This design comes from an exercise in tuning for small area on the open sky130 flow, not from production work.
At most, simulation tests tie the RTL to the original design; equivalence was not proved.
The RTL of run 1 was laid out without a check of its function.
No activity file was given, so power comes from the tool's default toggle rates.

## flow/config.mk

```make
export PLATFORM = sky130hd
export DESIGN_NAME = sev_seg_dis
export DESIGN_NICKNAME = sev_seg_dis
export VERILOG_FILES = /design/flow/design.v
export SDC_FILE = /design/flow/constraint.sdc
export NUM_CORES = 4
export LEC_CHECK = 0
export CAP_MARGIN = 20
export CORE_MARGIN = 2
export CORE_UTILIZATION = 40
export SLEW_MARGIN = 20
```

## flow/constraint.sdc

```tcl
create_clock -name core_clock -period 15.0 [get_ports {clk}]
set_input_delay 3.0000 -clock core_clock [delete_from_list [all_inputs] [get_ports {clk}]]
set_output_delay 3.0000 -clock core_clock [all_outputs]
set_load 0.01 [all_outputs]
```

## flow/design.v

```verilog
`timescale 1ns / 1ps
module sev_seg_dis(
    input rst,
    input btnU,
    input btnC,
    input btnD,
    input clk,
    input btnL,
    input btnR,
    output reg [6:0] seg,
    output [3:0] an,
    output [15:0] led
    );
    reg [4:0] seg_0, seg_1, seg_2, seg_3;
    reg [6:0] cp;
    reg [8:0] q;
    reg       f;
    reg       jr;
    reg       fe;
    reg [9:0] ml;
    reg [3:0] r;
    reg [3:0] e;
    reg [3:0] v0, v1, v2, v3;
    reg [1:0] ds;
    reg [1:0] sn;
    reg [3:0] prev;
    wire [6:0] c = cp ^ {&cp[5:0], &cp[4:0], &cp[3:0], &cp[2:0], &cp[1:0], cp[0], 1'b1};
    wire [1:0] s = c[6:5];
    wire       kclr = f | ds[1];
    wire [8:0] qi = q ^ {&q[7:0], &q[6:0], &q[5:0], &q[4:0], &q[3:0], &q[2:0], &q[1:0], q[0], 1'b1};
    wire [8:0] k = kclr ? 9'd0 : qi;
    wire eU = btnU & ~prev[0];
    wire eD = btnD & ~prev[1];
    wire eL = btnL & ~prev[2];
    wire eR = btnR & ~prev[3];
    wire [4:0] s3b = btnC ? 5'd1 : seg_3;
    wire [2:0] p = s3b[2:0];
    reg  [2:0] pn;
    always @(*) begin
        pn = p;
        if (eU) begin
            case (p)
                3'd1: pn = 3'd0;
                3'd2: pn = 3'd1;
                3'd3: pn = 3'd0;
                3'd4: pn = 3'd3;
                default: ;
            endcase
        end else if (eD) begin
            case (p)
                3'd0: pn = 3'd1;
                3'd1: pn = 3'd2;
                3'd3: pn = 3'd4;
                3'd4: pn = 3'd2;
                default: ;
            endcase
        end else if (eL) begin
            case (p)
                3'd0: pn = 3'd3;
                3'd1: pn = 3'd4;
                3'd2: pn = 3'd4;
                default: ;
            endcase
        end else if (eR) begin
            case (p)
                3'd3: pn = 3'd1;
                3'd4: pn = 3'd1;
                default: ;
            endcase
        end
    end
    wire [4:0] s3n = s3b[4] ? s3b : {2'b00, pn};
    wire [3:0] s0b = btnC ? 4'd15 : seg_0[3:0];
    wire [3:0] s1b = btnC ? 4'd15 : seg_1[3:0];
    wire [3:0] s2b = btnC ? 4'd15 : seg_2[3:0];
    reg [3:0] rmd;
    always @(*) begin
        case (c[4:0])
            5'd0: rmd = 4'd10;
            5'd1: rmd = 4'd10;
            5'd2: rmd = 4'd10;
            5'd3: rmd = 4'd10;
            5'd4: rmd = 4'd10;
            5'd5: rmd = 4'd10;
            5'd6: rmd = 4'd10;
            5'd7: rmd = 4'd10;
            5'd8: rmd = 4'd10;
            5'd9: rmd = 4'd10;
            5'd10: rmd = 4'd10;
            5'd11: rmd = 4'd10;
            5'd12: rmd = 4'd10;
            5'd13: rmd = 4'd10;
            5'd14: rmd = 4'd10;
            5'd15: rmd = 4'd10;
            5'd16: rmd = 4'd1;
            5'd17: rmd = 4'd8;
            5'd18: rmd = 4'd15;
            5'd19: rmd = 4'd6;
            5'd20: rmd = 4'd13;
            5'd21: rmd = 4'd4;
            5'd22: rmd = 4'd11;
            5'd23: rmd = 4'd2;
            5'd24: rmd = 4'd9;
            5'd25: rmd = 4'd0;
            5'd26: rmd = 4'd7;
            5'd27: rmd = 4'd14;
            5'd28: rmd = 4'd5;
            5'd29: rmd = 4'd12;
            5'd30: rmd = 4'd3;
            5'd31: rmd = 4'd10;
            default: rmd = 4'd0;
        endcase
    end
    wire [3:0] g = {fe ^ s[1], ~s[1] | (fe & ~c[0]), ~fe & ~s[1], s[0]};
    wire ea_1s = e[0] ^ c[4] ^ ml[8];
    wire ea_1c = (e[0] & c[4]) | (e[0] & ml[8]) | (c[4] & ml[8]);
    wire ea_2s = e[1] ^ c[4] ^ ml[8];
    wire ea_2c = (e[1] & c[4]) | (e[1] & ml[8]) | (c[4] & ml[8]);
    wire ea_3s = ea_1c ^ ea_2s;
    wire ea_3c = ea_1c & ea_2s;
    wire ea_4s = e[2] ^ c[4] ^ ea_2c;
    wire ea_4c = (e[2] & c[4]) | (e[2] & ea_2c) | (c[4] & ea_2c);
    wire ea_5s = ea_3c ^ ea_4s;
    wire ea_5c = ea_3c & ea_4s;
    wire ea_6s = e[3] ^ ea_4c ^ ea_5c;
    wire [3:0] en = {ea_6s, ea_5s, ea_3s, ea_1s};
    wire xa_1s = r[0] ^ s0b[0] ^ s1b[0];
    wire xa_1c = (r[0] & s0b[0]) | (r[0] & s1b[0]) | (s0b[0] & s1b[0]);
    wire xa_2s = 1'b1 ^ xa_1s;
    wire xa_2c = 1'b1 & xa_1s;
    wire xa_3s = r[1] ^ s0b[1] ^ s1b[1];
    wire xa_3c = (r[1] & s0b[1]) | (r[1] & s1b[1]) | (s0b[1] & s1b[1]);
    wire xa_4s = xa_1c ^ xa_2c ^ xa_3s;
    wire xa_4c = (xa_1c & xa_2c) | (xa_1c & xa_3s) | (xa_2c & xa_3s);
    wire xa_5s = r[2] ^ s0b[2] ^ s1b[2];
    wire xa_5c = (r[2] & s0b[2]) | (r[2] & s1b[2]) | (s0b[2] & s1b[2]);
    wire xa_6s = xa_3c ^ xa_4c ^ xa_5s;
    wire xa_6c = (xa_3c & xa_4c) | (xa_3c & xa_5s) | (xa_4c & xa_5s);
    wire xa_7s = r[3] ^ s0b[3] ^ s1b[3];
    wire xa_8s = xa_5c ^ xa_6c ^ xa_7s;
    wire [3:0] x = {xa_8s, xa_6s, xa_4s, xa_2s};
    wire na_1s = btnU ^ btnD ^ btnL;
    wire na_1c = (btnU & btnD) | (btnU & btnL) | (btnD & btnL);
    wire na_2s = btnR ^ na_1s;
    wire na_2c = btnR & na_1s;
    wire na_3s = na_1c ^ na_2c;
    wire na_3c = na_1c & na_2c;
    wire [2:0] nb = {na_3c, na_3s, na_2s};
    wire ra_1s = (en[0] & x[0]) ^ (r[0] & g[0]) ^ (rmd[0] & nb[0]);
    wire ra_1c = ((en[0] & x[0]) & (r[0] & g[0])) | ((en[0] & x[0]) & (rmd[0] & nb[0])) | ((r[0] & g[0]) & (rmd[0] & nb[0]));
    wire ra_2s = c[2] ^ c[0] ^ (s[0] & c[0]);
    wire ra_2c = (c[2] & c[0]) | (c[2] & (s[0] & c[0])) | (c[0] & (s[0] & c[0]));
    wire ra_3s = s2b[0] ^ s3n[0] ^ 1'b1;
    wire ra_3c = (s2b[0] & s3n[0]) | (s2b[0] & 1'b1) | (s3n[0] & 1'b1);
    wire ra_4s = ra_1s ^ ra_2s ^ ra_3s;
    wire ra_4c = (ra_1s & ra_2s) | (ra_1s & ra_3s) | (ra_2s & ra_3s);
    wire ra_5s = (en[0] & x[1]) ^ (en[1] & x[0]) ^ (r[0] & g[1]);
    wire ra_5c = ((en[0] & x[1]) & (en[1] & x[0])) | ((en[0] & x[1]) & (r[0] & g[1])) | ((en[1] & x[0]) & (r[0] & g[1]));
    wire ra_6s = (r[1] & g[0]) ^ (rmd[0] & nb[1]) ^ (rmd[1] & nb[0]);
    wire ra_6c = ((r[1] & g[0]) & (rmd[0] & nb[1])) | ((r[1] & g[0]) & (rmd[1] & nb[0])) | ((rmd[0] & nb[1]) & (rmd[1] & nb[0]));
    wire ra_7s = c[3] ^ c[1] ^ (s[0] & c[1]);
    wire ra_7c = (c[3] & c[1]) | (c[3] & (s[0] & c[1])) | (c[1] & (s[0] & c[1]));
    wire ra_8s = (s[1] & c[0]) ^ s2b[1] ^ s3n[1];
    wire ra_8c = ((s[1] & c[0]) & s2b[1]) | ((s[1] & c[0]) & s3n[1]) | (s2b[1] & s3n[1]);
    wire ra_9s = ra_1c ^ ra_2c ^ ra_3c;
    wire ra_9c = (ra_1c & ra_2c) | (ra_1c & ra_3c) | (ra_2c & ra_3c);
    wire ra_10s = ra_4c ^ 1'b1 ^ ra_5s;
    wire ra_10c = (ra_4c & 1'b1) | (ra_4c & ra_5s) | (1'b1 & ra_5s);
    wire ra_11s = ra_6s ^ ra_7s ^ ra_8s;
    wire ra_11c = (ra_6s & ra_7s) | (ra_6s & ra_8s) | (ra_7s & ra_8s);
    wire ra_12s = ra_9s ^ ra_10s ^ ra_11s;
    wire ra_12c = (ra_9s & ra_10s) | (ra_9s & ra_11s) | (ra_10s & ra_11s);
    wire ra_13s = (en[0] & x[2]) ^ (en[1] & x[1]) ^ (en[2] & x[0]);
    wire ra_13c = ((en[0] & x[2]) & (en[1] & x[1])) | ((en[0] & x[2]) & (en[2] & x[0])) | ((en[1] & x[1]) & (en[2] & x[0]));
    wire ra_14s = (r[0] & g[2]) ^ (r[1] & g[1]) ^ (r[2] & g[0]);
    wire ra_14c = ((r[0] & g[2]) & (r[1] & g[1])) | ((r[0] & g[2]) & (r[2] & g[0])) | ((r[1] & g[1]) & (r[2] & g[0]));
    wire ra_15s = (rmd[0] & nb[2]) ^ (rmd[1] & nb[1]) ^ (rmd[2] & nb[0]);
    wire ra_15c = ((rmd[0] & nb[2]) & (rmd[1] & nb[1])) | ((rmd[0] & nb[2]) & (rmd[2] & nb[0])) | ((rmd[1] & nb[1]) & (rmd[2] & nb[0]));
    wire ra_16s = c[4] ^ c[2] ^ (s[0] & c[2]);
    wire ra_16c = (c[4] & c[2]) | (c[4] & (s[0] & c[2])) | (c[2] & (s[0] & c[2]));
    wire ra_17s = (s[1] & c[1]) ^ s2b[2] ^ s3n[2];
    wire ra_17c = ((s[1] & c[1]) & s2b[2]) | ((s[1] & c[1]) & s3n[2]) | (s2b[2] & s3n[2]);
    wire ra_18s = ra_5c ^ ra_6c ^ ra_7c;
    wire ra_18c = (ra_5c & ra_6c) | (ra_5c & ra_7c) | (ra_6c & ra_7c);
    wire ra_19s = ra_8c ^ ra_9c ^ ra_10c;
    wire ra_19c = (ra_8c & ra_9c) | (ra_8c & ra_10c) | (ra_9c & ra_10c);
    wire ra_20s = ra_11c ^ ra_12c ^ 1'b1;
    wire ra_20c = (ra_11c & ra_12c) | (ra_11c & 1'b1) | (ra_12c & 1'b1);
    wire ra_21s = ra_13s ^ ra_14s ^ ra_15s;
    wire ra_21c = (ra_13s & ra_14s) | (ra_13s & ra_15s) | (ra_14s & ra_15s);
    wire ra_22s = ra_16s ^ ra_17s ^ ra_18s;
    wire ra_22c = (ra_16s & ra_17s) | (ra_16s & ra_18s) | (ra_17s & ra_18s);
    wire ra_23s = ra_19s ^ ra_20s ^ ra_21s;
    wire ra_23c = (ra_19s & ra_20s) | (ra_19s & ra_21s) | (ra_20s & ra_21s);
    wire ra_24s = ra_22s ^ ra_23s;
    wire ra_24c = ra_22s & ra_23s;
    wire ra_25s = (en[0] & x[3]) ^ (en[1] & x[2]) ^ (en[2] & x[1]);
    wire ra_26s = (en[3] & x[0]) ^ (r[0] & g[3]) ^ (r[1] & g[2]);
    wire ra_27s = (r[2] & g[1]) ^ (r[3] & g[0]) ^ (rmd[1] & nb[2]);
    wire ra_28s = (rmd[2] & nb[1]) ^ (rmd[3] & nb[0]) ^ c[5];
    wire ra_29s = c[3] ^ (s[1] & c[2]) ^ s2b[3];
    wire ra_30s = s3n[3] ^ ra_13c ^ ra_14c;
    wire ra_31s = ra_15c ^ ra_16c ^ ra_17c;
    wire ra_32s = ra_18c ^ ra_19c ^ ra_20c;
    wire ra_33s = ra_21c ^ ra_22c ^ ra_23c;
    wire ra_34s = ra_24c ^ ra_25s ^ ra_26s;
    wire ra_35s = ra_27s ^ ra_28s ^ ra_29s;
    wire ra_36s = ra_30s ^ ra_31s ^ ra_32s;
    wire ra_37s = ra_33s ^ ra_34s ^ ra_35s;
    wire ra_38s = ra_36s ^ ra_37s;
    wire [3:0] rn = {ra_38s, ra_24s, ra_12s, ra_4s};
    wire ds3 = ds == 2'd3;
    wire low = v3 == 4'd0 && v2 == 4'd0 && v0 == 4'd4;
    wire sc7  = ds3 ? v3 == 4'd7 : low && v1 == 4'd0;
    wire sc17 = !ds3 && low && v1 == 4'd1;
    wire sc27 = !ds3 && low && v1 == 4'd2;
    reg  mt;
    always @(*) begin
        case (sn)
            2'd0: mt = ml[9:8] == 2'b11 && !ml[0];
            2'd1: mt = ml[9:8] == 2'b10 &&  ml[0];
            2'd2: mt = ml[9:8] == 2'b01 &&  ml[0];
            default: mt = ml[9:8] == 2'b01 && !ml[0];
        endcase
    end
    wire ev = !btnC && (&ml[7:1]) && mt;
    wire [9:0] mli = ml ^ {&ml[8:0], &ml[7:0], &ml[6:0], &ml[5:0], &ml[4:0], &ml[3:0], &ml[2:0], &ml[1:0], ml[0], 1'b1};
    reg hit;
    always @(*) begin
        case (pn)
            3'd0: hit = seg_2 == 5'd0 || seg_2 == 5'd5 || seg_2 == 5'd6 || seg_2 == 5'd10 || seg_2 == 5'd15;
            3'd1: hit = seg_2 == 5'd1 || seg_2 == 5'd6 || seg_2 == 5'd7 || seg_2 == 5'd13 || seg_2 == 5'd14 || seg_2 == 5'd15;
            3'd2: hit = seg_2 == 5'd2 || seg_2 == 5'd5 || seg_2 == 5'd7 || seg_2 == 5'd11 || seg_2 == 5'd12 || seg_2 == 5'd15;
            3'd3: hit = seg_2 == 5'd3 || seg_2 == 5'd8 || seg_2 == 5'd9 || seg_2 == 5'd11 || seg_2 == 5'd13;
            3'd4: hit = seg_2 == 5'd4 || seg_2 == 5'd8 || seg_2 == 5'd10 || seg_2 == 5'd12 || seg_2 == 5'd14;
            default: hit = 1'b0;
        endcase
    end
    wire lose = (hit && !s3b[4]) || ds == 2'd1;
    wire n0 = v0[3] & v0[0];
    wire n1 = v1[3] & v1[0];
    wire n2 = v2[3] & v2[0];
    wire wrap = v3[3] & ~v2[3] & ~v2[2] & ~v2[1] & v2[0] & n1 & ~v0[3] & ~v0[2] & ~v0[1] & v0[0];
    wire i1 = n0;
    wire i2 = n0 & n1;
    wire i3 = n0 & n1 & n2;
    wire [3:0] v0i = wrap ? 4'd0 : {(v0[3] & ~v0[0]) | (v0[2] & v0[1] & v0[0]), v0[2] ^ (v0[1] & v0[0]), (v0[1] ^ v0[0]) & ~v0[3], ~v0[0]};
    wire [3:0] v1i = wrap ? 4'd0 : !i1 ? v1 : {(v1[3] & ~v1[0]) | (v1[2] & v1[1] & v1[0]), v1[2] ^ (v1[1] & v1[0]), (v1[1] ^ v1[0]) & ~v1[3], ~v1[0]};
    wire [3:0] v2i = wrap ? 4'd0 : !i2 ? v2 : {(v2[3] & ~v2[0]) | (v2[2] & v2[1] & v2[0]), v2[2] ^ (v2[1] & v2[0]), (v2[1] ^ v2[0]) & ~v2[3], ~v2[0]};
    wire [3:0] v3i = wrap ? 4'd0 : !i3 ? v3 : v3 + 4'd1;
    wire [1:0] sp = cp[6:5];
    wire [4:0] dsel = jr ? 5'd0 :
                      sp == 2'd0 ? seg_0 :
                      sp == 2'd1 ? seg_1 :
                      sp == 2'd2 ? seg_2 : seg_3;
    always @(*) begin
        case (dsel)
            0:  seg = 7'b1111110;
            1:  seg = 7'b0111111;
            2:  seg = 7'b1110111;
            3:  seg = 7'b1011111;
            4:  seg = 7'b1101111;
            5:  seg = 7'b1110110;
            6:  seg = 7'b0111110;
            7:  seg = 7'b0110111;
            8:  seg = 7'b1001111;
            9:  seg = 7'b1011110;
            10: seg = 7'b1001110;
            11: seg = 7'b1000111;
            12: seg = 7'b1100111;
            13: seg = 7'b0011111;
            14: seg = 7'b0101111;
            15: seg = 7'b0110110;
            16: seg = 7'b1000111;
            17: seg = 7'b1000000;
            18: seg = 7'b0010010;
            19: seg = 7'b0000110;
            20: seg = 7'b1000000;
            21: seg = 7'b1111001;
            22: seg = 7'b0100100;
            23: seg = 7'b0110000;
            24: seg = 7'b0011001;
            25: seg = 7'b0010010;
            26: seg = 7'b0000010;
            27: seg = 7'b1111000;
            28: seg = 7'b0000000;
            29: seg = 7'b0011000;
            default: seg = 7'b1111111;
        endcase
    end
    assign an = {s != 2'd3, s != 2'd2, s != 2'd1, s != 2'd0};
    wire [3:0] lk = q[8:5];
    wire [7:0] l;
    assign l[0] = lk == 4'd0 || lk == 4'd14 || lk == 4'd15;
    assign l[1] = lk == 4'd0 || lk == 4'd1 || lk == 4'd13;
    assign l[2] = lk == 4'd0 || lk == 4'd2 || lk == 4'd12;
    assign l[3] = lk == 4'd0 || lk == 4'd3 || lk == 4'd11;
    assign l[4] = lk == 4'd0 || lk == 4'd4 || lk == 4'd10;
    assign l[5] = lk == 4'd0 || lk == 4'd5 || lk == 4'd9;
    assign l[6] = lk == 4'd0 || lk == 4'd6 || lk == 4'd8;
    assign l[7] = lk == 4'd0 || lk == 4'd7;
    assign led = {l[0], l[1], l[2], l[3], l[4], l[5], l[6], l[7],
                  l[7], l[6], l[5], l[4], l[3], l[2], l[1], l[0]};
    always @(posedge clk) begin
        if (rst) begin
            seg_0 <= 5'd31;
            seg_1 <= 5'd31;
            seg_2 <= 5'd31;
            seg_3 <= 5'd1;
            cp <= 7'd127;
            q <= 9'd511;
            fe <= 1'b1;
            ml <= 10'd0;
            r <= 4'd0;
            e <= 4'd1;
            v3 <= 4'd8; v2 <= 4'd1; v1 <= 4'd8; v0 <= 4'd9;
            ds <= 2'd0;
            sn <= 2'd0;
            prev <= 4'd0;
        end else begin
            cp <= c;
            q <= k;
            fe <= fe & ~(c[6] & c[0]);
            e <= en;
            r <= rn;
            sn <= btnC ? 2'd0 : sc7 ? 2'd1 : sc17 ? 2'd2 : sc27 ? 2'd3 : sn;
            prev[0] <= btnU;
            prev[1] <= btnD & (prev[1] | ~eU);
            prev[2] <= btnL & (prev[2] | ~(eU | eD));
            prev[3] <= btnR & (prev[3] | ~(eU | eD | eL));
            seg_0 <= {seg_0[4] | btnC, s0b};
            seg_1 <= {seg_1[4] | btnC, s1b};
            seg_2 <= {seg_2[4] | btnC, s2b};
            seg_3 <= s3n;
            if (btnC) begin
                ml <= 10'd1;
                v3 <= 4'd8; v2 <= 4'd1; v1 <= 4'd8; v0 <= 4'd9;
                ds <= 2'd0;
            end else if (ev) begin
                ml <= 10'd0;
                if (lose) begin
                    seg_3 <= 5'd16;
                    seg_2 <= 5'd17;
                    seg_1 <= 5'd18;
                    seg_0 <= 5'd19;
                    ds <= ds + 2'd1;
                end else if (ds == 2'd2) begin
                    seg_0 <= {1'b1, v0[3] ^ v0[2], ~v0[2], v0[1:0]};
                    seg_1 <= {1'b1, v1[3] ^ v1[2], ~v1[2], v1[1:0]};
                    seg_2 <= {1'b1, v2[3] ^ v2[2], ~v2[2], v2[1:0]};
                    seg_3 <= {1'b1, v3[3] ^ v3[2], ~v3[2], v3[1:0]};
                    ds <= 2'd3;
                end else if (ds == 2'd0) begin
                    seg_2 <= seg_1;
                    seg_1 <= seg_0;
                    seg_0 <= {1'b0, rn};
                    v0 <= v0i; v1 <= v1i; v2 <= v2i; v3 <= v3i;
                end
            end else begin
                ml <= mli;
            end
        end
    end
    always @(posedge clk) begin
        f <= btnC;
        jr <= rst;
    end
endmodule
```

## flow/flow/run.sh

```bash
#!/bin/bash
# Own layout flow: the standard flow, except that synthesis maps the logic
# for area (no full-adder extraction or Kogge-Stone carry chains, and an ABC
# script with &deepsyn and area-oriented mapping). Registers are untouched, so
# they keep the standard synthesis's names and cell types. Every tool's output
# goes to a log in this folder (orfs/logs/... and the *.log files here).
set -euo pipefail
W=$(pwd)
F=$W/flow

# synthesis body: ORFS's synth.tcl with the two changes above
python3 - "$FLOW_HOME/scripts/synth.tcl" "$W/synth_body.tcl" "$F/abc_area.script" <<'PY'
import sys
src, dst, scr = sys.argv[1:4]
t = open(src).read()
a = '"-extra-map $::env(FLOW_HOME)/platforms/common/lcu_kogge_stone.v"'
assert t.count(a) == 1
t = t.replace(a, '""')
a = "if {\n  [env_var_exists_and_non_empty ADDER_MAP_FILE] &&"
assert t.count(a) == 1
t = t.replace(a, "if {\n  0 && [env_var_exists_and_non_empty ADDER_MAP_FILE] &&")
a = "  log_cmd abc {*}$abc_args\n"
assert t.count(a) == 1
t = t.replace(a, "  set abc_args [lreplace $abc_args 1 1 {%s}]\n" % scr + a)
open(dst, "w").write(t)
PY
sed "s#source \$::env(SCRIPTS_DIR)/synth.tcl#source {$W/synth_body.tcl}#" synth_recipe.tcl > my_synth.tcl
grep -q "synth_body.tcl" my_synth.tcl
sed "s#SYNTH_SCRIPT=[^ ]*#SYNTH_SCRIPT=$W/my_synth.tcl#" standard.sh > my_standard.sh
grep -q "SYNTH_SCRIPT=$W/my_synth.tcl" my_standard.sh

bash my_standard.sh finish > flow_make.log 2>&1
```

## flow/flow/abc_area.script

```
strash
&get -n
&st
&deepsyn -J 20 -T 200
&dch -f
&nf -a -R 1000
&put
```

## flow/standard.sh

```bash
#!/bin/bash
# synth_recipe.tcl (not shown) runs the flow's synth.tcl, then flattens the netlist and writes it again
# the make line also repeats each setting of config.mk as NAME=value (left out here)
make -C /OpenROAD-flow-scripts/flow DESIGN_CONFIG=/design/flow/config.mk WORK_HOME=/design/flow/orfs CLKGATE_MAP_FILE= SYNTH_SCRIPT=/design/flow/synth_recipe.tcl "${@:-finish}"
```

==> results of run 1 <==
==> sequential cells by signal, summed over array words and instances (netlist names), 2 cells and up <==
register	cells
ds	2
v0	4
e	4
r	4
q	9
ml	10
seg_3	5
cp	7
sn	2
prev	4
seg_1	5
v1	4
v2	4
v3	4
seg_0	5
seg_2	5
==> worst max-delay path, cell delays in order <==
cell	delay (ns)
clkdlybuf4s50_1	0.83
or3_1	0.57
nor2_1	0.14
a221oi_1	0.09
o21ai_0	0.10
nand2_1	0.14
nand3_1	0.12
nand2_1	0.10
o21ai_0	0.17
o211ai_1	0.19
nand2b_1	0.21
a31oi_1	0.16
nor3_1	0.10
or3_1	0.45
nor2_1	0.45
and2_0	0.27
nor2b_1	0.22
and2_0	0.34
and3_1	0.35
and3_1	0.28
nand3_1	0.12
and2_0	0.19
nor3b_1	0.14
==> power by group through the flow <==
| stage | clock [mW] | sequential [mW] | combinational [mW] |
|---|---|---|---|
| global route | 0.258 | 0.268 | 0.972 |
| floorplan | 0 | 0.260 | 0.677 |
| detailed placement | 0 | 0.269 | 0.867 |
| CTS | 0.251 | 0.264 | 0.878 |
| finish | 0.244 | 0.265 | 0.879 |
| global placement | 0 | 0.268 | 0.856 |
==> path summary, 6_finish.rpt <==
check                                end  depth (start not counted)
worst max-delay path               v3[2]                         23
worst min-delay path            seg_0[4]                          1
worst max register to register     v3[2]                         24
worst min register to register  seg_0[4]                          1
==> synth_stat cells, types with 2 or more instances <==
cell type | instances | area share (%)
nor3b_1 | 3 | 0.42
nor2b_1 | 17 | 2.0
a31oi_1 | 7 | 0.82
xnor2_1 | 59 | 9.7
a21oi_1 | 60 | 5.6
buf_4 | 8 | 1.1
a21o_1 | 2 | 0.28
a2bb2oi_1 | 2 | 0.33
nor3_1 | 21 | 2.0
o21a_1 | 4 | 0.56
o21ai_0 | 56 | 5.3
nand3_1 | 22 | 2.1
and2_0 | 9 | 1.1
a22oi_1 | 5 | 0.70
or4_1 | 2 | 0.28
dfxtp_1 | 81 | 30
xor2_1 | 26 | 4.3
nand2_1 | 95 | 6.7
a31o_1 | 2 | 0.33
o22a_1 | 2 | 0.33
a2111oi_0 | 3 | 0.49
nor2_1 | 94 | 6.6
nand4_1 | 6 | 0.70
nor4_1 | 7 | 0.82
maj3_1 | 11 | 2.1
clkinv_1 | 15 | 1.1
or3_1 | 9 | 1.1
and3_1 | 14 | 1.6
o211ai_1 | 8 | 1.1
or2_0 | 13 | 1.5
o21bai_1 | 5 | 0.70
nand2b_1 | 18 | 2.1
mux2i_1 | 2 | 0.38
o22ai_1 | 7 | 0.82
a211oi_1 | 4 | 0.56
a211o_1 | 2 | 0.33
nor4b_1 | 2 | 0.33
o31ai_1 | 8 | 1.1
nand3b_1 | 3 | 0.42
==> through the flow <==
step	hold WS [ns]	total power, mW
after floorplan	0.459	0.937
after CTS	0.502	1.39
after detailed placement	0.487	1.14
final	0.500	1.39
after global routing	0.533	1.50
after global placement	0.485	1.12
==> cell type report <==
cell class                 instances  area, um2
fill                            1331       6960
multi-input combinational        620       3600
sequential                        81       1620
timing repair buffer              35        345
clock buffer                      11        243
tap                              176        220
clock inverter                     5       86.3
inverter                          15       56.3
==> kinds of logic (layout without fill, tap and decap cells) <==
family	count (synthesis)	in the layout	share of synthesized area [%]
flops	81	81	30.4
mux	2	2	0.375
fa+ha+maj	11	11	2.06
xor+xnor	86	86	14.4
compound gates	183	183	20.4
buf+inv	23	66	2.18
simple gates	338	338	30.2
==> layer usage <==
layer  wire [um]  up-vias
met5           0        -
met4         110        0
met2        6630      180
li1            -     2640
met3         789       14
met1        6710     2493
==> summary.txt, run 1 <==
Floorplan
  – Height of the die: 120 um
  – Initial Utilization: 40.6%
  – Die footprint: 0.0143 mm2
  – Die Wd: 120 um
  – Core Rows: 42
  – Core area: 0.0131 mm2
  – IO Count: 34

Route
  – Via count: 5327
  – DRC: 0
  – DRT antenna net count: 0
  – Routed WL: 14200 um
  – Initial DRC Count: 508
  – Pre-antenna DRT Iters: 5
  – Routed len/inst: 15.1 um
  – Via-to-Cell Ratio: 5.65

STA
  – Post-layout minimum cycle time: 8.56 ns
  – Final setup viols: 0
  – Worst setup margin: 6.44 ns
  – Setup TNS: 0 ns
  – RSZ-0062 raised after global routing: false
  – Final-report max-slew violation count: 0
  – Fin crit share: 57.1%
  – Worst Max-Slew Pin Slew: 1.11 ns
  – Max frequency: 0.117 GHz
  – Clock skew: 0.00800 ns
  – Max_slew headroom: 26.0%
  – Hold Fails Final Rpt: 0

GRT
  – Largest net degree at the start of global routing: 23
  – Total global-route track usage: 20.4%
  – Met3 Track Usage GR: 4.99%
  – GRT busiest layer: met2
  – Total gr overflow: 0
  – Vias in the first global route: 4892
  – First-pass GRT wire length: 23600 um
  – Initial antenna violation count: 0
  – Met1 usage: 27.3%
  – Met2 usage: 33.5%

Cells and area
  – Layout cells sized above 1: 2.35%
  – Design Area, Final: 0.00618 mm2
  – Commonest non-fill, non-tap cell in the layout: nand2_1
  – Core Util, Final: 47.0%
  – Area grow syn2layout: 15.8%
  – Inserted Diodes: 0
  – Post-Layout Cell Count: 943
  – Nets@finish: 769
  – Most frequent cells in the layout: nand2_1 (95), nor2_1 (94), dfxtp_1 (81), a21oi_1 (60), xnor2_1 (59)

Pwr
  – Reg power frac: 19.1%
  – Leak: 2.16 nW
  – Internal power: 0.787 mW
  – Psw: 0.601 mW
  – Logic gate share of total power: 63.3%
  – Clock share of power: 17.6%
  – VDD IR max: 0.136 mV
  – Pwr dens: 225 mW/mm2
  – Sw Share: 43.3%

Worst setup path
  – Arr. time, crit path: 8.75 ns
  – Kind of critical path: input port to flip-flop
  – CP Launch Type: input port
  – Critical path startpoint: btnC
  – Crit path max fanout: 22
  – Required time of the critical path: 15.19 ns
  – Reg2Reg Setup Slack: 9.55 ns
  – RR Startpoint: seg_3[1]
  – CP endpoint kind: flip-flop

Placed design
  – Worst slack, placed: 6.16 ns
  – Final GP Congestion: 0.939
  – I/O Buffers: 33
  – Cell Area, Placed: 0.00585 mm2
  – Dpl cells: 927
  – Dpl hpwl: 10700 um

Clock network
  – # resized after CTS: 0
  – Max Buffers Root-to-Sink: 2
  – Hold-fix buffer count after cts: 0
  – CTS sink cnt: 81
  – CTS tree: yes
  – H-Tree Level Count: 3
  – Cts bufs inserted: 9
  – Clk slew on worst S/H paths: 0.06 ns
  – Clk Tree Root Cell: clkbuf_16
  – Clock latency on the worst-skew pair: 0.35 ns
  – Post CTS Setup Buffer Count: 0

Logic synthesis
  – Async SR Flop Fraction: 0%
  – Cell variety after synth: 49
  – Yosys reg bits: 81
  – Main synth FF type: dfxtp_1
  – Number of synthesized flops with an enable pin: 0
  – Synth warnings: 1
  – Synthesized instance count: 724
  – Mapped cell area: 0.00534 mm2
  – Seq/Total Area, Yosys: 30.4%
  – Syn_nets: 731
  – Mapped Avg Cell Area: 7.37 um2

Status
  – Status: no timing/DRC/antenna violations

Min path
  – Hold/Removal Path Class: flip-flop to flip-flop
  – Worst hold start: seg_0[4]

Run
  – Max-cap violations: 0
==> run 2: changes to the inputs <==
--- a/flow/design.v
+++ b/flow/design.v
@@ -33,7 +33,8 @@
     wire eD = btnD & ~prev[1];
     wire eL = btnL & ~prev[2];
     wire eR = btnR & ~prev[3];
-    wire [4:0] s3b = btnC ? 5'd1 : seg_3;
+    wire clr = btnC | rst;
+    wire [4:0] s3b = clr ? 5'd1 : seg_3;
     wire [2:0] p = s3b[2:0];
     reg  [2:0] pn;
     always @(*) begin
@@ -70,9 +71,9 @@
         end
     end
     wire [4:0] s3n = s3b[4] ? s3b : {2'b00, pn};
-    wire [3:0] s0b = btnC ? 4'd15 : seg_0[3:0];
-    wire [3:0] s1b = btnC ? 4'd15 : seg_1[3:0];
-    wire [3:0] s2b = btnC ? 4'd15 : seg_2[3:0];
+    wire [3:0] s0b = clr ? 4'd15 : seg_0[3:0];
+    wire [3:0] s1b = clr ? 4'd15 : seg_1[3:0];
+    wire [3:0] s2b = clr ? 4'd15 : seg_2[3:0];
     reg [3:0] rmd;
     always @(*) begin
         case (c[4:0])
@@ -223,7 +224,7 @@
             default: mt = ml[9:8] == 2'b01 && !ml[0];
         endcase
     end
-    wire ev = !btnC && (&ml[7:1]) && mt;
+    wire ev = !clr && (&ml[7:1]) && mt;
     wire [9:0] mli = ml ^ {&ml[8:0], &ml[7:0], &ml[6:0], &ml[5:0], &ml[4:0], &ml[3:0], &ml[2:0], &ml[1:0], ml[0], 1'b1};
     reg hit;
     always @(*) begin
@@ -303,66 +304,54 @@
                   l[7], l[6], l[5], l[4], l[3], l[2], l[1], l[0]};
     always @(posedge clk) begin
         if (rst) begin
-            seg_0 <= 5'd31;
-            seg_1 <= 5'd31;
-            seg_2 <= 5'd31;
             seg_3 <= 5'd1;
             cp <= 7'd127;
-            q <= 9'd511;
             fe <= 1'b1;
             ml <= 10'd0;
             r <= 4'd0;
             e <= 4'd1;
-            v3 <= 4'd8; v2 <= 4'd1; v1 <= 4'd8; v0 <= 4'd9;
-            ds <= 2'd0;
-            sn <= 2'd0;
             prev <= 4'd0;
         end else begin
+            seg_3 <= s3n;
             cp <= c;
-            q <= k;
             fe <= fe & ~(c[6] & c[0]);
-            e <= en;
+            ml <= btnC ? 10'd1 : ev ? 10'd0 : mli;
             r <= rn;
-            sn <= btnC ? 2'd0 : sc7 ? 2'd1 : sc17 ? 2'd2 : sc27 ? 2'd3 : sn;
+            e <= en;
             prev[0] <= btnU;
             prev[1] <= btnD & (prev[1] | ~eU);
             prev[2] <= btnL & (prev[2] | ~(eU | eD));
             prev[3] <= btnR & (prev[3] | ~(eU | eD | eL));
-            seg_0 <= {seg_0[4] | btnC, s0b};
-            seg_1 <= {seg_1[4] | btnC, s1b};
-            seg_2 <= {seg_2[4] | btnC, s2b};
-            seg_3 <= s3n;
-            if (btnC) begin
-                ml <= 10'd1;
-                v3 <= 4'd8; v2 <= 4'd1; v1 <= 4'd8; v0 <= 4'd9;
-                ds <= 2'd0;
-            end else if (ev) begin
-                ml <= 10'd0;
-                if (lose) begin
-                    seg_3 <= 5'd16;
-                    seg_2 <= 5'd17;
-                    seg_1 <= 5'd18;
-                    seg_0 <= 5'd19;
-                    ds <= ds + 2'd1;
-                end else if (ds == 2'd2) begin
-                    seg_0 <= {1'b1, v0[3] ^ v0[2], ~v0[2], v0[1:0]};
-                    seg_1 <= {1'b1, v1[3] ^ v1[2], ~v1[2], v1[1:0]};
-                    seg_2 <= {1'b1, v2[3] ^ v2[2], ~v2[2], v2[1:0]};
-                    seg_3 <= {1'b1, v3[3] ^ v3[2], ~v3[2], v3[1:0]};
-                    ds <= 2'd3;
-                end else if (ds == 2'd0) begin
-                    seg_2 <= seg_1;
-                    seg_1 <= seg_0;
-                    seg_0 <= {1'b0, rn};
-                    v0 <= v0i; v1 <= v1i; v2 <= v2i; v3 <= v3i;
-                end
-            end else begin
-                ml <= mli;
-            end
         end
-    end
-    always @(posedge clk) begin
-        f <= btnC;
+        q <= {k[8:6] | {3{rst}}, k[5:0]};
+        f <= clr;
         jr <= rst;
+        seg_0 <= {seg_0[4] | clr, s0b};
+        seg_1 <= {seg_1[4] | clr, s1b};
+        seg_2 <= {seg_2[4] | clr, s2b};
+        sn <= clr ? 2'd0 : sc7 ? 2'd1 : sc17 ? 2'd2 : sc27 ? 2'd3 : sn;
+        if (clr) begin
+            v3 <= 4'd8; v2 <= 4'd1; v1 <= 4'd8; v0 <= 4'd9;
+            ds <= 2'd0;
+        end else if (ev) begin
+            if (lose) begin
+                seg_3 <= 5'd16;
+                seg_2 <= 5'd17;
+                seg_1 <= 5'd18;
+                seg_0 <= 5'd19;
+                ds <= ds + 2'd1;
+            end else if (ds == 2'd2) begin
+                seg_0 <= {1'b1, v0[3] ^ v0[2], ~v0[2], v0[1:0]};
+                seg_1 <= {1'b1, v1[3] ^ v1[2], ~v1[2], v1[1:0]};
+                seg_2 <= {1'b1, v2[3] ^ v2[2], ~v2[2], v2[1:0]};
+                seg_3 <= {1'b1, v3[3] ^ v3[2], ~v3[2], v3[1:0]};
+                ds <= 2'd3;
+            end else if (ds == 2'd0) begin
+                seg_2 <= seg_1;
+                seg_1 <= seg_0;
+                seg_0 <= {1'b0, rn};
+                v0 <= v0i; v1 <= v1i; v2 <= v2i; v3 <= v3i;
+            end
+        end
     end
 endmodule
==> summary.txt, run 2 <==
Status
  – Status: no timing/DRC/antenna violations

Cells and area
  – Largest register by flop count: ml
  – Area grow syn2layout: 15.0%
  – Largest regs: ml: 10 flops, q: 9 flops, cp: 7 flops
  – Commonest non-fill, non-tap cell in the layout: nor2_1
  – Reg area: 0.00162 mm2
  – Most frequent cells in the layout: nor2_1 (93), nand2_1 (81), dfxtp_1 (81), o21ai_0 (61), xnor2_1 (60)
  – Layout fillers: 1308
  – Inserted Diodes: 0
  – Nets@finish: 759
  – Multi-input logic area: 0.00348 mm2
  – Largest register FFs: 10
  – Layout cells sized above 1: 2.25%
  – Core Util, Final: 47.5%
  – Design Area, Final: 0.00604 mm2

Logic synthesis
  – Post-synth top area share: 30.8%
  – Syn_nets: 721
  – Number of synthesized flops with an enable pin: 0
  – Mapped Avg Cell Area: 7.36 um2
  – Seq/Total Area, Yosys: 30.8%
  – Async SR Flop Fraction: 0%
  – Synth top area cells: dfxtp_1 (31%), xnor2_1 (10%), nor2_1 (6.7%)
  – Synthesized instance count: 714
  – Synth warnings: 1
  – Post-synth top cells: nor2_1 (94), dfxtp_1 (81), nand2_1 (81)
  – Count leader, synth: nor2_1
  – Main synth FF type: dfxtp_1
  – Post-synth top area cell: dfxtp_1
  – Mapped cell area: 0.00526 mm2
  – Cell variety after synth: 47
  – Yosys reg bits: 81

Clock network
  – Hold-fix buffer count after cts: 0
  – Clock latency on the worst-skew pair: 0.35 ns
  – CTS tree: yes
  – # resized after CTS: 0
  – Post CTS Setup Buffer Count: 0
  – Max Buffers Root-to-Sink: 2
  – Clk slew on worst S/H paths: 0.06 ns
  – Cts bufs inserted: 9
  – CTS sink cnt: 81
  – Clk Tree Root Cell: clkbuf_16
  – H-Tree Level Count: 3

Floorplan
  – Die footprint: 0.0141 mm2
  – Die Wd: 119 um
  – Height of the die: 119 um
  – Initial Utilization: 41.3%
  – Core area: 0.0127 mm2
  – Core Rows: 41
  – IO Count: 34

Route
  – DRC: 0
  – Routed len/inst: 15.4 um
  – Via-to-Cell Ratio: 5.60
  – Pre-antenna DRT Iters: 5
  – Via count: 5206
  – DRT antenna net count: 0
  – Routed WL: 14300 um
  – Initial DRC Count: 505

STA
  – Max_slew headroom: 34.5%
  – Setup TNS: 0 ns
  – Clock skew: 0.00994 ns
  – Final setup viols: 0
  – Hold_ws: 0.471 ns
  – Hold Fails Final Rpt: 0
  – RSZ-0062 raised after global routing: false
  – Final-report max-slew violation count: 0
  – Fin crit share: 55.0%
  – Worst Max-Slew Pin Slew: 0.974 ns
  – Post-layout minimum cycle time: 8.25 ns
  – Max frequency: 0.121 GHz

Min path
  – Hold Path End: q[0]
  – WHS Path Cells: 1
  – Worst hold start: q[0]
  – Hold/Removal Path Class: flip-flop to flip-flop

Run
  – Max-cap violations: 0

Pwr
  – VDD IR max: 0.135 mV
  – Pwr dens: 219 mW/mm2
  – Leak: 2.10 nW

Worst setup path
  – CP max stage cell: clkdlybuf4s50_1
  – Arr. time, crit path: 8.53 ns
  – Crit path max fanout: 29
  – Reg2Reg Setup Slack: 9.81 ns
  – Most used cell, CP: and3_1
  – RR Startpoint: seg_3[0]
  – CP max stage delay: 0.70 ns
  – Critical path buffers and inverters: 3
  – Reg2Reg Depth: 24
  – Kind of critical path: input port to flip-flop
  – CP endpoint kind: flip-flop
  – Critical Path, Cell by Cell: clkdlybuf4s50_1 -> nor2_2 -> buf_4 -> clkinv_1 -> o41ai_1 -> a32o_1 -> o21ai_0 -> o21ai_0 -> nand3_1 -> a31oi_1 -> a41oi_1 -> or3_1 -> and3_1 -> and3_1 -> and2_0 -> and3_1 -> and3_1 -> and2_0 -> nand2_1 -> nor3b_1
  – CP Launch Type: input port
  – Required time of the critical path: 15.27 ns
  – Worst R2R End: v3[3]
  – Crit-path leading delay family: simple AND/OR/NAND/NOR gates

Placed design
  – I/O Buffers: 33
  – Cell Area, Placed: 0.00576 mm2
  – Final GP Congestion: 0.927
  – Dpl hpwl: 10800 um

GRT
  – Vias in the first global route: 4878
  – Initial antenna violation count: 0
  – First-pass GRT wire length: 23700 um
  – Total gr overflow: 0
  – Total global-route track usage: 20.7%
  – Largest net degree at the start of global routing: 30
run 2: cell types whose count changed in the layout (fill, tap and decap cells not counted), moves of 6 or more:
cell / before / now
a31oi_1: 7 / 14
clkinv_1: 15 / 25
nand2_1: 95 / 81
nor2b_1: 17 / 6
o211ai_1: 8 / 2
o22ai_1: 7 / 17
or2_0: 13 / 4
run 2: worst register-to-register path, cell delays in order (launching register included):
cell     delay [ns]
dfxtp_1        0.53
nor2_1         0.11
nor2_1         0.16
nor2_1         0.07
a31oi_1        0.19
a21oi_1        0.12
o21a_1         0.14
a21oi_1        0.14
nor3_1         0.06
a31oi_1        0.37
nand2_1        0.20
o21ai_0        0.32
nor4b_1        0.09
o21ai_0        0.17
a31oi_1        0.10
a41oi_1        0.18
or3_1          0.21
and3_1         0.33
and3_1         0.24
and2_0         0.36
and3_1         0.33
and3_1         0.22
and2_0         0.19
nand2_1        0.10
xor2_1         0.15
run 2: worst max path at each step:
stage                     cells after the start     to  slack, ns  from
final                                        20  v3[2]       6.75   rst
after global routing                         26  v3[3]       6.12   rst
after CTS                                    20  v3[2]       6.83   rst
after detailed placement                     20  v3[2]       6.47   rst
after global placement                       20  v3[2]       6.71   rst
after floorplan                              18  v3[2]       7.23  btnC
run 2: cell type report:
class | count | share of cell area, %
multi-input combinational | 600 | 57.6
sequential | 81 | 26.8
timing repair buffer | 35 | 5.71
clock buffer | 13 | 4.31
tap | 172 | 3.56
inverter | 25 | 1.55
clock inverter | 3 | 0.393
run 2: cells by family (layout without fill, tap and decap cells):
family	count (synthesis)	after routing	synth area share (%)
simple gates	301	301	26.9
flops	81	81	30.8
buf+inv	33	76	2.93
mux	4	4	0.786
xor+xnor	86	86	14.3
compound gates	202	202	22.9
fa+ha+maj	7	7	1.33
run 2: through the flow:
step | cells | worst slack (ns) | total power, mW
after detailed placement | 913 | 6.47 | 1.10
after floorplan | 714 | 7.23 | 0.918
after global routing | 929 | 6.12 | 1.43
final | 929 | 6.75 | 1.32
after global placement | 913 | 6.71 | 1.09
after CTS | 929 | 6.83 | 1.33
run 2: power by group:
group	internal, mW	leakage [nW]	switching [mW]
Sequential	0.236	0.661	0.0279
Clock	0.122	0.132	0.0923
Combinational	0.376	1.31	0.468
Total	0.734	2.10	0.589
run 2: per-layer routing:
metal / up-vias / part of all wire [%] / track usage (%) / wire (um)
met5: - / 0 / 0 / 0
met4: 0 / 2.1 / 7.37 / 298
met3: 36 / 5.4 / 4.92 / 774
met2: 155 / 47 / 34.0 / 6670
met1: 2396 / 46 / 26.5 / 6580
li1: 2619 / - / - / -
==> run 3: changes to the inputs <==
--- a/flow/flow/run.sh
+++ b/flow/flow/run.sh
@@ -29,4 +29,4 @@
 sed "s#SYNTH_SCRIPT=[^ ]*#SYNTH_SCRIPT=$W/my_synth.tcl#" standard.sh > my_standard.sh
 grep -q "SYNTH_SCRIPT=$W/my_synth.tcl" my_standard.sh
 
-bash my_standard.sh finish > flow_make.log 2>&1
+bash my_standard.sh BUFFER_PORTS_ARGS="-buffer_cell sky130_fd_sc_hd__buf_1" finish > flow_make.log 2>&1
--- a/flow/config.mk
+++ b/flow/config.mk
@@ -8,4 +8,5 @@
 export CAP_MARGIN = 20
 export CORE_MARGIN = 2
 export CORE_UTILIZATION = 40
+export CTS_BUF_LIST = sky130_fd_sc_hd__clkbuf_4 sky130_fd_sc_hd__clkbuf_8
 export SLEW_MARGIN = 20
==> summary.txt, run 3 <==
Min path
  – Hold/Removal Path Class: flip-flop to flip-flop
  – Hold Path End: q[3]
  – Worst hold start: q[3]
  – WHS Path Cells: 1

Clock network
  – CTS sink cnt: 81
  – Clock latency on the worst-skew pair: 0.37 ns
  – Max Buffers Root-to-Sink: 2
  – # resized after CTS: 0
  – H-Tree Level Count: 3
  – Clk Tree Root Cell: clkbuf_8
  – CTS tree: yes
  – Hold-fix buffer count after cts: 0
  – Cts bufs inserted: 9
  – Clk slew on worst S/H paths: 0.08 ns
  – Post CTS Setup Buffer Count: 0

Placed design
  – Dpl hpwl: 10800 um
  – I/O Buffers: 33
  – Worst slack, placed: 6.83 ns
  – Final GP Congestion: 0.885

Worst setup path
  – Kind of critical path: input port to flip-flop
  – Reg2Reg Setup Slack: 9.71 ns
  – Reg2Reg Depth: 24
  – Crit path max fanout: 29
  – Arr. time, crit path: 8.18 ns
  – Worst R2R End: v3[3]
  – RR Startpoint: seg_3[0]
  – CP endpoint kind: flip-flop
  – CP Launch Type: input port
  – Required time of the critical path: 15.26 ns

STA
  – Worst setup margin: 7.08 ns
  – Worst Max-Slew Pin Slew: 0.734 ns
  – Setup TNS: 0 ns
  – Max_slew headroom: 50.9%
  – Hold Fails Final Rpt: 0
  – Hold_ws: 0.469 ns
  – Clock skew: 0.0165 ns
  – Max frequency: 0.126 GHz
  – RSZ-0062 raised after global routing: false
  – Final setup viols: 0
  – Fin crit share: 52.8%
  – Post-layout minimum cycle time: 7.92 ns
  – Final-report max-slew violation count: 0

Logic synthesis
  – Synth warnings: 1
  – Post-synth top area share: 30.8%
  – Yosys reg bits: 81
  – Count leader, synth: nor2_1
  – Post-synth top area cell: dfxtp_1
  – Seq/Total Area, Yosys: 30.8%
  – Syn_nets: 721
  – Number of synthesized flops with an enable pin: 0
  – Mapped cell area: 0.00526 mm2
  – Mapped Avg Cell Area: 7.36 um2
  – Cell variety after synth: 47
  – Main synth FF type: dfxtp_1
  – Synthesized instance count: 714
  – Async SR Flop Fraction: 0%
  – Post-synth top cells: nor2_1 (94), dfxtp_1 (81), nand2_1 (81)
  – Synth top area cells: dfxtp_1 (31%), xnor2_1 (10%), nor2_1 (6.7%)

GRT
  – First-pass GRT wire length: 23300 um
  – Largest net degree at the start of global routing: 30
  – Total gr overflow: 0
  – Total global-route track usage: 20.3%
  – Vias in the first global route: 4785
  – Initial antenna violation count: 0

Route
  – DRC: 0
  – Initial DRC Count: 385
  – Pre-antenna DRT Iters: 5
  – Routed len/inst: 15.2 um
  – Via-to-Cell Ratio: 5.57
  – Via count: 5177
  – DRT antenna net count: 0
  – Routed WL: 14100 um

Floorplan
  – Height of the die: 119 um
  – Die Wd: 119 um
  – Initial Utilization: 41.3%
  – Core area: 0.0127 mm2
  – Die footprint: 0.0141 mm2
  – Core Rows: 41
  – IO Count: 34

Cells and area
  – Core Util, Final: 45.1%
  – Commonest non-fill, non-tap cell in the layout: nor2_1
  – Area grow syn2layout: 9.26%
  – Largest register FFs: 10
  – Nets@finish: 759
  – Inserted Diodes: 0
  – Most frequent cells in the layout: nor2_1 (93), nand2_1 (81), dfxtp_1 (81), o21ai_0 (61), xnor2_1 (60)
  – Largest register by flop count: ml
  – Layout cells sized above 1: 2.64%
  – Largest regs: ml: 10 flops, q: 9 flops, cp: 7 flops

Run
  – Max-cap violations: 0

Pwr
  – Leak: 1.98 nW
  – Pwr dens: 219 mW/mm2
  – Design Power: 1.26 mW
  – VDD IR max: 0.161 mV

Status
  – Status: no timing/DRC/antenna violations
-- run 3: metrics by stage --
stage               area [um2]  instances
floorplan                 5260        714
global placement          5550        913
detailed placement        5550        913
CTS                       5740        929
global route              5740        929
finish                    5740        929
-- run 3: how the worst max path moves through the flow --
stage               start  endpoint  slack (ns)  cells after the start
global route          rst     v3[3]        6.54                     26
finish                rst     v3[3]        7.08                     26
CTS                   rst     v3[3]        7.19                     26
detailed placement    rst     v3[3]        6.83                     26
floorplan            btnC     v3[2]        7.23                     18
global placement      rst     v3[2]        7.09                     27
-- run 3: logic make-up (layout without fill, tap and decap cells) --
| logic type | after synthesis | in the layout | synth area share, % |
|---|---|---|---|
| multiplexers | 4 | 4 | 0.786 |
| AO/OA/AOI/OAI | 202 | 202 | 22.9 |
| AND/OR/NAND/NOR | 301 | 301 | 26.9 |
| flip-flops | 81 | 81 | 30.8 |
| adder cells (fa/ha/maj) | 7 | 7 | 1.33 |
| buffers and inverters | 33 | 76 | 2.93 |
| XOR/XNOR | 86 | 86 | 14.3 |
-- run 3: final cells by class --
cell class              count  area, um2
inverters                  25       93.8
repair buffers             35        139
well taps                 172        215
flip-flops and latches     81       1620
fillers                  1341       6980
clock buffers              11        145
clock inverters             5       40.0
multi-input cells         600       3490
-- run 3: critical path, cell delays in order --
cell and delay (ns):
buf_1 0.50, nor2_2 0.05, buf_4 0.25, nand2_1 0.09, nor2_1 0.05, a31oi_1 0.20, a21oi_1 0.11, o21a_1 0.13
a21oi_1 0.14, nor3_1 0.06, a31oi_1 0.36, nand2_1 0.21, o21ai_0 0.28, nor4b_1 0.09, o21ai_0 0.20, a31oi_1 0.12
a41oi_1 0.20, or3_1 0.22, and3_1 0.33, and3_1 0.24, and2_0 0.34, and3_1 0.33, and3_1 0.22, and2_0 0.19
nand2_1 0.10, xor2_1 0.15
-- run 3: report_power, final --
group	total, mW	switching [mW]	leakage [nW]	internal (mW)
registers	0.264	0.0284	0.661	0.236
logic	0.846	0.494	1.23	0.352
clock network	0.149	0.0813	0.0973	0.0676
total	1.26	0.604	1.98	0.655
-- run 3: metal layers --
| layer | GRT usage (%) | part of all wire, % | vias up |
|---|---|---|---|
| met4 | 5.43 | 1.6 | 0 |
| met1 | 26.4 | 47 | 2413 |
| met2 | 33.8 | 47 | 137 |
| li1 | - | - | 2609 |
| met3 | 4.44 | 4.6 | 18 |
| met5 | 0 | 0 | - |
==> run 4: changes to the inputs <==
--- a/flow/config.mk
+++ b/flow/config.mk
@@ -8,5 +8,5 @@
 export CAP_MARGIN = 20
 export CORE_MARGIN = 2
 export CORE_UTILIZATION = 40
-export CTS_BUF_LIST = sky130_fd_sc_hd__clkbuf_4 sky130_fd_sc_hd__clkbuf_8
+export CTS_BUF_LIST = sky130_fd_sc_hd__clkbuf_8
 export SLEW_MARGIN = 20
==> summary.txt, run 4 <==
Cells and area
  – Inserted Diodes: 0
  – Layout cells sized above 1: 2.51%
  – Largest register FFs: 10
  – Commonest non-fill, non-tap cell in the layout: nor2_1
  – Largest regs: ml: 10 flops, q: 9 flops, cp: 7 flops
  – Largest register by flop count: ml
  – Nets@finish: 759
  – Area grow syn2layout: 9.19%
  – Most frequent cells in the layout: nor2_1 (93), nand2_1 (81), dfxtp_1 (81), o21ai_0 (61), xnor2_1 (60)
  – Layout fillers: 1342

Pwr
  – Pwr dens: 219 mW/mm2
  – Leak: 1.99 nW
  – Clock share of power: 11.6%
  – Design Power: 1.26 mW
  – VDD IR max: 0.158 mV
  – Reg power frac: 21.0%
  – Internal power: 0.653 mW
  – Sw Share: 48.1%
  – Psw: 0.604 mW
  – Logic gate share of total power: 67.3%

STA
  – Clock skew: 0.0159 ns
  – Post-layout minimum cycle time: 7.97 ns
  – Max frequency: 0.125 GHz
  – Setup TNS: 0 ns
  – Final-report max-slew violation count: 0
  – Hold Fails Final Rpt: 0
  – Fin crit share: 53.1%
  – Worst Max-Slew Pin Slew: 0.736 ns
  – Final setup viols: 0
  – Max_slew headroom: 50.8%
  – RSZ-0062 raised after global routing: false

Worst setup path
  – Required time of the critical path: 15.26 ns
  – Crit path max fanout: 29
  – RR Startpoint: seg_3[0]
  – CP Launch Type: input port
  – Reg2Reg Depth: 24
  – Worst R2R End: v3[3]
  – Critical path startpoint: rst
  – Kind of critical path: input port to flip-flop
  – Arr. time, crit path: 8.23 ns
  – Reg2Reg Setup Slack: 9.64 ns
  – CP endpoint kind: flip-flop

Clock network
  – Cts bufs inserted: 9
  – Clk slew on worst S/H paths: 0.08 ns
  – CTS sink cnt: 81
  – Hold-fix buffer count after cts: 0
  – Clk Tree Root Cell: clkbuf_8
  – H-Tree Level Count: 3
  – Post CTS Setup Buffer Count: 0
  – Clock latency on the worst-skew pair: 0.37 ns
  – Max Buffers Root-to-Sink: 2
  – CTS tree: yes
  – # resized after CTS: 0

GRT
  – Total global-route track usage: 20.3%
  – First-pass GRT wire length: 23300 um
  – Initial antenna violation count: 0
  – Vias in the first global route: 4787
  – Largest net degree at the start of global routing: 30
  – Total gr overflow: 0

Min path
  – WHS Path Cells: 1
  – Worst hold start: q[1]
  – Hold Path End: q[1]
  – Hold/Removal Path Class: flip-flop to flip-flop

Status
  – Status: no timing/DRC/antenna violations

Route
  – Routed WL: 14200 um
  – Initial DRC Count: 419
  – Pre-antenna DRT Iters: 7
  – Routed len/inst: 15.3 um
  – Met2 WL: 6680 um
  – Wire length on met1: 6560 um
  – Via-to-Cell Ratio: 5.60
  – Via count: 5207
  – DR top layer: met4
  – DRC: 0
  – DRT antenna net count: 0
  – Met3 routed WL: 733 um

Logic synthesis
  – Number of synthesized flops with an enable pin: 0
  – Post-Synth XOR/XNOR Area: 14.3%
  – Seq/Total Area, Yosys: 30.8%
  – Post-synth top area share: 30.8%
  – Mapped Avg Cell Area: 7.36 um2
  – Area share of fa/ha/maj cells after synthesis: 1.33%
  – Yosys reg bits: 81
  – Synth warnings: 1
  – Mapped cell area: 0.00526 mm2
  – Count leader, synth: nor2_1
  – Main synth FF type: dfxtp_1
  – Compound-cell area share of the yosys netlist: 22.9%
  – Syn_nets: 721
  – Post-synth top cells: nor2_1 (94), dfxtp_1 (81), nand2_1 (81)
  – Post-synth top area cell: dfxtp_1
  – Post-synthesis mux area share: 0.786%
  – Async SR Flop Fraction: 0%
  – Simple-Gate Fraction of Synth Area: 26.9%
  – Main combinational cell family by area after synthesis: simple AND/OR/NAND/NOR gates
  – Synth top area cells: dfxtp_1 (31%), xnor2_1 (10%), nor2_1 (6.7%)
  – Cell variety after synth: 47
  – Synthesized instance count: 714

Placed design
  – Dpl hpwl: 10800 um
  – I/O Buffers: 33
  – Final GP Congestion: 0.885

Run
  – Max-cap violations: 0

Floorplan
  – Core area: 0.0127 mm2
  – Core Rows: 41
  – Initial Utilization: 41.3%
  – Die footprint: 0.0141 mm2
  – Die Wd: 119 um
  – Height of the die: 119 um
  – IO Count: 34
## run 4: cell count changes in the layout (fill, tap and decap cells not counted), sizes merged
cell    before  now
clkbuf      11   10
inv          1    2
## run 4: area by class of cell
class,instances,area [um2],share of cell area [%]
Sequential cell,81,1620,28.3
Inverter,25,93.8,1.64
Multi-Input combinational cell,600,3490,60.8
Tap cell,172,215,3.75
Clock buffer,10,138,2.40
Timing Repair Buffer,35,139,2.42
Clock inverter,6,43.8,0.763
## run 4: layer usage
layer  up-vias  GRT usage, %
li1       2613             -
met1      2426          26.4
met2       151          33.8
met3        17          4.44
met4         0          5.43
met5         -             0
## run 4: cells by family (layout without fill, tap and decap cells)
| family | Yosys count | after routing |
|---|---|---|
| AND/OR/NAND/NOR | 301 | 301 |
| AO/OA/AOI/OAI | 202 | 202 |
| XOR/XNOR | 86 | 86 |
| flip-flops | 81 | 81 |
| buffers and inverters | 33 | 76 |
| adder cells (fa/ha/maj) | 7 | 7 |
| multiplexers | 4 | 4 |
## run 4: power groups by stage
stage	Combinational, mW	Sequential, mW	Clock (mW)
3_3_place_gp	0.811	0.268	0
6_report	0.846	0.264	0.146
4_1_cts	0.829	0.263	0.151
5_1_grt	0.919	0.267	0.160
2_1_floorplan	0.659	0.259	0
3_5_place_dp	0.821	0.268	0
## run 4: worst max path at each step
| stage | slack [ns] | to |
|---|---|---|
| after floorplan | 7.23 | v3[2] |
| final | 7.03 | v3[3] |
| after global placement | 7.09 | v3[2] |
| after CTS | 7.20 | v3[3] |
| after detailed placement | 6.83 | v3[3] |
| after global routing | 6.54 | v3[3] |
## run 4: metrics by stage
stage / hold slack [ns] / worst slack (ns) / cell area [um2] / util (%) / cells
after floorplan: 0.430 / 7.23 / 5260 / - / 714
after global placement: 0.441 / 7.09 / 5550 / 43.6 / 913
after detailed placement: 0.456 / 6.83 / 5550 / 43.6 / 913
after CTS: 0.468 / 7.20 / 5730 / 45.1 / 929
after global routing: 0.486 / 6.54 / 5740 / 45.1 / 929
final: 0.469 / 7.03 / 5740 / 45.1 / 929
## run 4: critical path: stages
cell	delay, ns
buf_1	0.49
nor2_2	0.05
buf_4	0.25
nand2_1	0.09
nor2_1	0.05
a31oi_1	0.20
a21oi_1	0.11
o21a_1	0.13
a21oi_1	0.14
nor3_1	0.06
a31oi_1	0.37
nand2_1	0.21
o21ai_0	0.29
nor4b_1	0.09
o21ai_0	0.21
a31oi_1	0.13
a41oi_1	0.20
or3_1	0.22
and3_1	0.33
and3_1	0.24
and2_0	0.35
and3_1	0.33
and3_1	0.22
and2_0	0.19
nand2_1	0.10
xor2_1	0.15
==> run 5: changes to the inputs <==
--- a/flow/design.v
+++ b/flow/design.v
@@ -15,7 +15,6 @@
     reg [6:0] cp;
     reg [8:0] q;
     reg       f;
-    reg       jr;
     reg       fe;
     reg [9:0] ml;
     reg [3:0] r;
@@ -211,8 +210,8 @@
     wire ra_38s = ra_36s ^ ra_37s;
     wire [3:0] rn = {ra_38s, ra_24s, ra_12s, ra_4s};
     wire ds3 = ds == 2'd3;
-    wire low = v3 == 4'd0 && v2 == 4'd0 && v0 == 4'd4;
-    wire sc7  = ds3 ? v3 == 4'd7 : low && v1 == 4'd0;
+    wire low = v3 == 4'd0 && v2 == 4'd0 && v0[2:0] == 3'd4;
+    wire sc7  = ds3 ? &v3[2:0] : low && v1 == 4'd0;
     wire sc17 = !ds3 && low && v1 == 4'd1;
     wire sc27 = !ds3 && low && v1 == 4'd2;
     reg  mt;
@@ -241,7 +240,7 @@
     wire n0 = v0[3] & v0[0];
     wire n1 = v1[3] & v1[0];
     wire n2 = v2[3] & v2[0];
-    wire wrap = v3[3] & ~v2[3] & ~v2[2] & ~v2[1] & v2[0] & n1 & ~v0[3] & ~v0[2] & ~v0[1] & v0[0];
+    wire wrap = v3[3] & v2[0] & n1 & v0[0];
     wire i1 = n0;
     wire i2 = n0 & n1;
     wire i3 = n0 & n1 & n2;
@@ -250,7 +249,8 @@
     wire [3:0] v2i = wrap ? 4'd0 : !i2 ? v2 : {(v2[3] & ~v2[0]) | (v2[2] & v2[1] & v2[0]), v2[2] ^ (v2[1] & v2[0]), (v2[1] ^ v2[0]) & ~v2[3], ~v2[0]};
     wire [3:0] v3i = wrap ? 4'd0 : !i3 ? v3 : v3 + 4'd1;
     wire [1:0] sp = cp[6:5];
-    wire [4:0] dsel = jr ? 5'd0 :
+    wire jr0 = fe & ~|c;
+    wire [4:0] dsel = jr0 ? 5'd0 :
                       sp == 2'd0 ? seg_0 :
                       sp == 2'd1 ? seg_1 :
                       sp == 2'd2 ? seg_2 : seg_3;
@@ -315,7 +315,7 @@
             seg_3 <= s3n;
             cp <= c;
             fe <= fe & ~(c[6] & c[0]);
-            ml <= btnC ? 10'd1 : ev ? 10'd0 : mli;
+            ml[0] <= btnC | (~ev & mli[0]);
             r <= rn;
             e <= en;
             prev[0] <= btnU;
@@ -325,7 +325,7 @@
         end
         q <= {k[8:6] | {3{rst}}, k[5:0]};
         f <= clr;
-        jr <= rst;
+        ml[9:1] <= (clr | ev) ? 9'd0 : mli[9:1];
         seg_0 <= {seg_0[4] | clr, s0b};
         seg_1 <= {seg_1[4] | clr, s1b};
         seg_2 <= {seg_2[4] | clr, s2b};
==> summary.txt, run 5 <==
Logic synthesis
  – Yosys reg bits: 80
  – Synthesized instance count: 698
  – Post-synth top area cell: dfxtp_1
  – Cell variety after synth: 50
  – Mapped cell area: 0.00516 mm2
  – Synth top area cells: dfxtp_1 (31%), xnor2_1 (9.8%), nor2_1 (7.1%)
  – Main synth FF type: dfxtp_1
  – Count leader, synth: nor2_1
  – Syn_nets: 705
  – Synth warnings: 1
  – Async SR Flop Fraction: 0%
  – Seq/Total Area, Yosys: 31.0%
  – Post-synth top cells: nor2_1 (98), dfxtp_1 (80), nand2_1 (80)
  – Post-synth top area share: 31.0%
  – Number of synthesized flops with an enable pin: 0
  – Mapped Avg Cell Area: 7.39 um2

Route
  – Routed len/inst: 15.3 um
  – DRT antenna net count: 0
  – Via-to-Cell Ratio: 5.55
  – Pre-antenna DRT Iters: 5
  – Routed WL: 14000 um
  – Via count: 5078
  – Initial DRC Count: 402
  – DRC: 0

GRT
  – Initial antenna violation count: 0
  – Total gr overflow: 0
  – Largest net degree at the start of global routing: 23
  – First-pass GRT wire length: 23600 um
  – Vias in the first global route: 4868
  – Total global-route track usage: 20.7%

Pwr
  – Logic gate share of total power: 69.8%
  – Psw: 0.647 mW
  – Leak: 1.92 nW
  – Reg power frac: 19.4%
  – Sw Share: 47.6%
  – Clock share of power: 10.8%
  – VDD IR max: 0.162 mV
  – Internal power: 0.712 mW
  – Pwr dens: 240 mW/mm2

Cells and area
  – Area grow syn2layout: 9.48%
  – Layout cells sized above 1: 2.56%
  – Post-Layout Cell Count: 915
  – Inserted Diodes: 0
  – Nets@finish: 745
  – Commonest non-fill, non-tap cell in the layout: nor2_1
  – Most frequent cells in the layout: nor2_1 (98), nand2_1 (80), dfxtp_1 (80), a21oi_1 (61), xnor2_1 (58)
  – Largest regs: ml: 10 flops, q: 9 flops, cp: 7 flops
  – Reg area: 0.00160 mm2
  – Largest register by flop count: ml
  – Layout fillers: 1328
  – Largest register FFs: 10
  – Multi-input logic area: 0.00342 mm2

Floorplan
  – Core area: 0.0126 mm2
  – Initial Utilization: 40.9%
  – Height of the die: 118 um
  – Die footprint: 0.0138 mm2
  – Die Wd: 118 um
  – IO Count: 34
  – Core Rows: 41

STA
  – Max frequency: 0.137 GHz
  – Final setup viols: 0
  – Worst Max-Slew Pin Slew: 0.957 ns
  – Max_slew headroom: 35.5%
  – Hold Fails Final Rpt: 0
  – Hold_ws: 0.473 ns
  – RSZ-0062 raised after global routing: false
  – Clock skew: 0.0132 ns
  – Setup TNS: 0 ns
  – Final-report max-slew violation count: 0
  – Fin crit share: 48.8%
  – Post-layout minimum cycle time: 7.32 ns

Placed design
  – Final GP Congestion: 0.866
  – Dpl cells: 899
  – I/O Buffers: 33
  – Dpl hpwl: 10500 um

Worst setup path
  – Required time of the critical path: 15.28 ns
  – Crit path max fanout: 18
  – CP Launch Type: input port
  – CP endpoint kind: flip-flop
  – Kind of critical path: input port to flip-flop
  – Arr. time, crit path: 7.60 ns

Clock network
  – Clk slew on worst S/H paths: 0.08 ns
  – # resized after CTS: 0
  – Cts bufs inserted: 9
  – CTS sink cnt: 80
  – Max Buffers Root-to-Sink: 2
  – Clk Tree Root Cell: clkbuf_8
  – H-Tree Level Count: 3
  – CTS tree: yes
  – Hold-fix buffer count after cts: 0
  – Post CTS Setup Buffer Count: 0
  – Clock latency on the worst-skew pair: 0.38 ns

Status
  – Status: no timing/DRC/antenna violations

Run
  – Max-cap violations: 0

Min path
  – Hold/Removal Path Class: flip-flop to flip-flop
[run 5: path summary, 6_finish.rpt]
kind,to,slack (ns),depth (start not counted),from
worst max-delay path,v2[2],7.68,22,rst
worst min-delay path,q[0],0.47,1,q[0]
worst max register to register,seg_0[3],9.74,19,cp[0]
worst min register to register,q[0],0.47,1,q[0]
[run 5: cells by family after synthesis]
kind of cell	Yosys count	synth area share, %
buf+inv	32	2.91
simple gates	303	27.2
flops	80	31.0
fa+ha+maj	12	2.33
xor+xnor	85	14.4
mux	4	0.800
compound gates	182	21.3
[run 5: area by class of cell]
class                      count  area share [%]
clock buffer                  10            2.44
clock inverter                 6           0.642
inverter                      24            1.59
multi-input combinational    586            60.5
sequential                    80            28.3
tap                          172            3.81
timing repair buffer          37            2.72
[run 5: per-layer routing]
layer / up-vias / global-route usage [%] / share of wire (%)
li1: 2548 / - / -
met3: 23 / 3.73 / 3.9
met4: 0 / 7.91 / 1.9
met2: 118 / 35.2 / 48
met1: 2389 / 26.0 / 46
met5: - / 0 / 0
[run 5: power groups by stage]
| stage | clock network, mW | logic (mW) | registers [mW] |
|---|---|---|---|
| after CTS | 0.151 | 0.945 | 0.263 |
| after global routing | 0.159 | 1.05 | 0.268 |
| after floorplan | 0 | 0.760 | 0.259 |
| after global placement | 0 | 0.926 | 0.267 |
| after detailed placement | 0 | 0.938 | 0.268 |
| final | 0.146 | 0.949 | 0.264 |
[run 5: worst max-delay path, stage by stage]
cell	delay [ns]
buf_1	0.48
nor2_1	0.12
buf_4	0.24
o21ai_0	0.09
a21oi_1	0.07
nand2_1	0.12
nand2b_1	0.08
o22ai_1	0.47
xnor2_1	0.19
nor4_1	0.24
a311oi_1	0.09
a2111oi_0	0.51
a21oi_1	0.13
nor2_1	0.27
nor4_2	0.06
buf_4	0.20
xnor2_1	0.14
nand2_1	0.08
a21oi_1	0.34
nand4_1	0.24
a21o_1	0.22
o31ai_1	0.20
[run 5: per-stage QoR]
| stage | worst slack [ns] | util, % | total power, mW | cell area, um2 |
|---|---|---|---|---|
| 2_1_floorplan | 6.82 | - | 1.02 | 5160 |
| 3_3_place_gp | 7.43 | 43.4 | 1.19 | 5480 |
| 3_5_place_dp | 7.13 | 43.4 | 1.21 | 5480 |
| 4_1_cts | 7.48 | 44.8 | 1.36 | 5650 |
| 5_1_grt | 7.13 | 44.8 | 1.47 | 5650 |
| 6_report | 7.68 | 44.8 | 1.36 | 5650 |

Re-timed with assumed drivers on the ports (clkbuf_16 on the clock, buf_2 on other inputs), run 5 has 7.695 ns of setup slack against 7.684 ns with ideal ports, and 7.290 ns once port delays also move by the mid clock arrival of 0.405 ns.
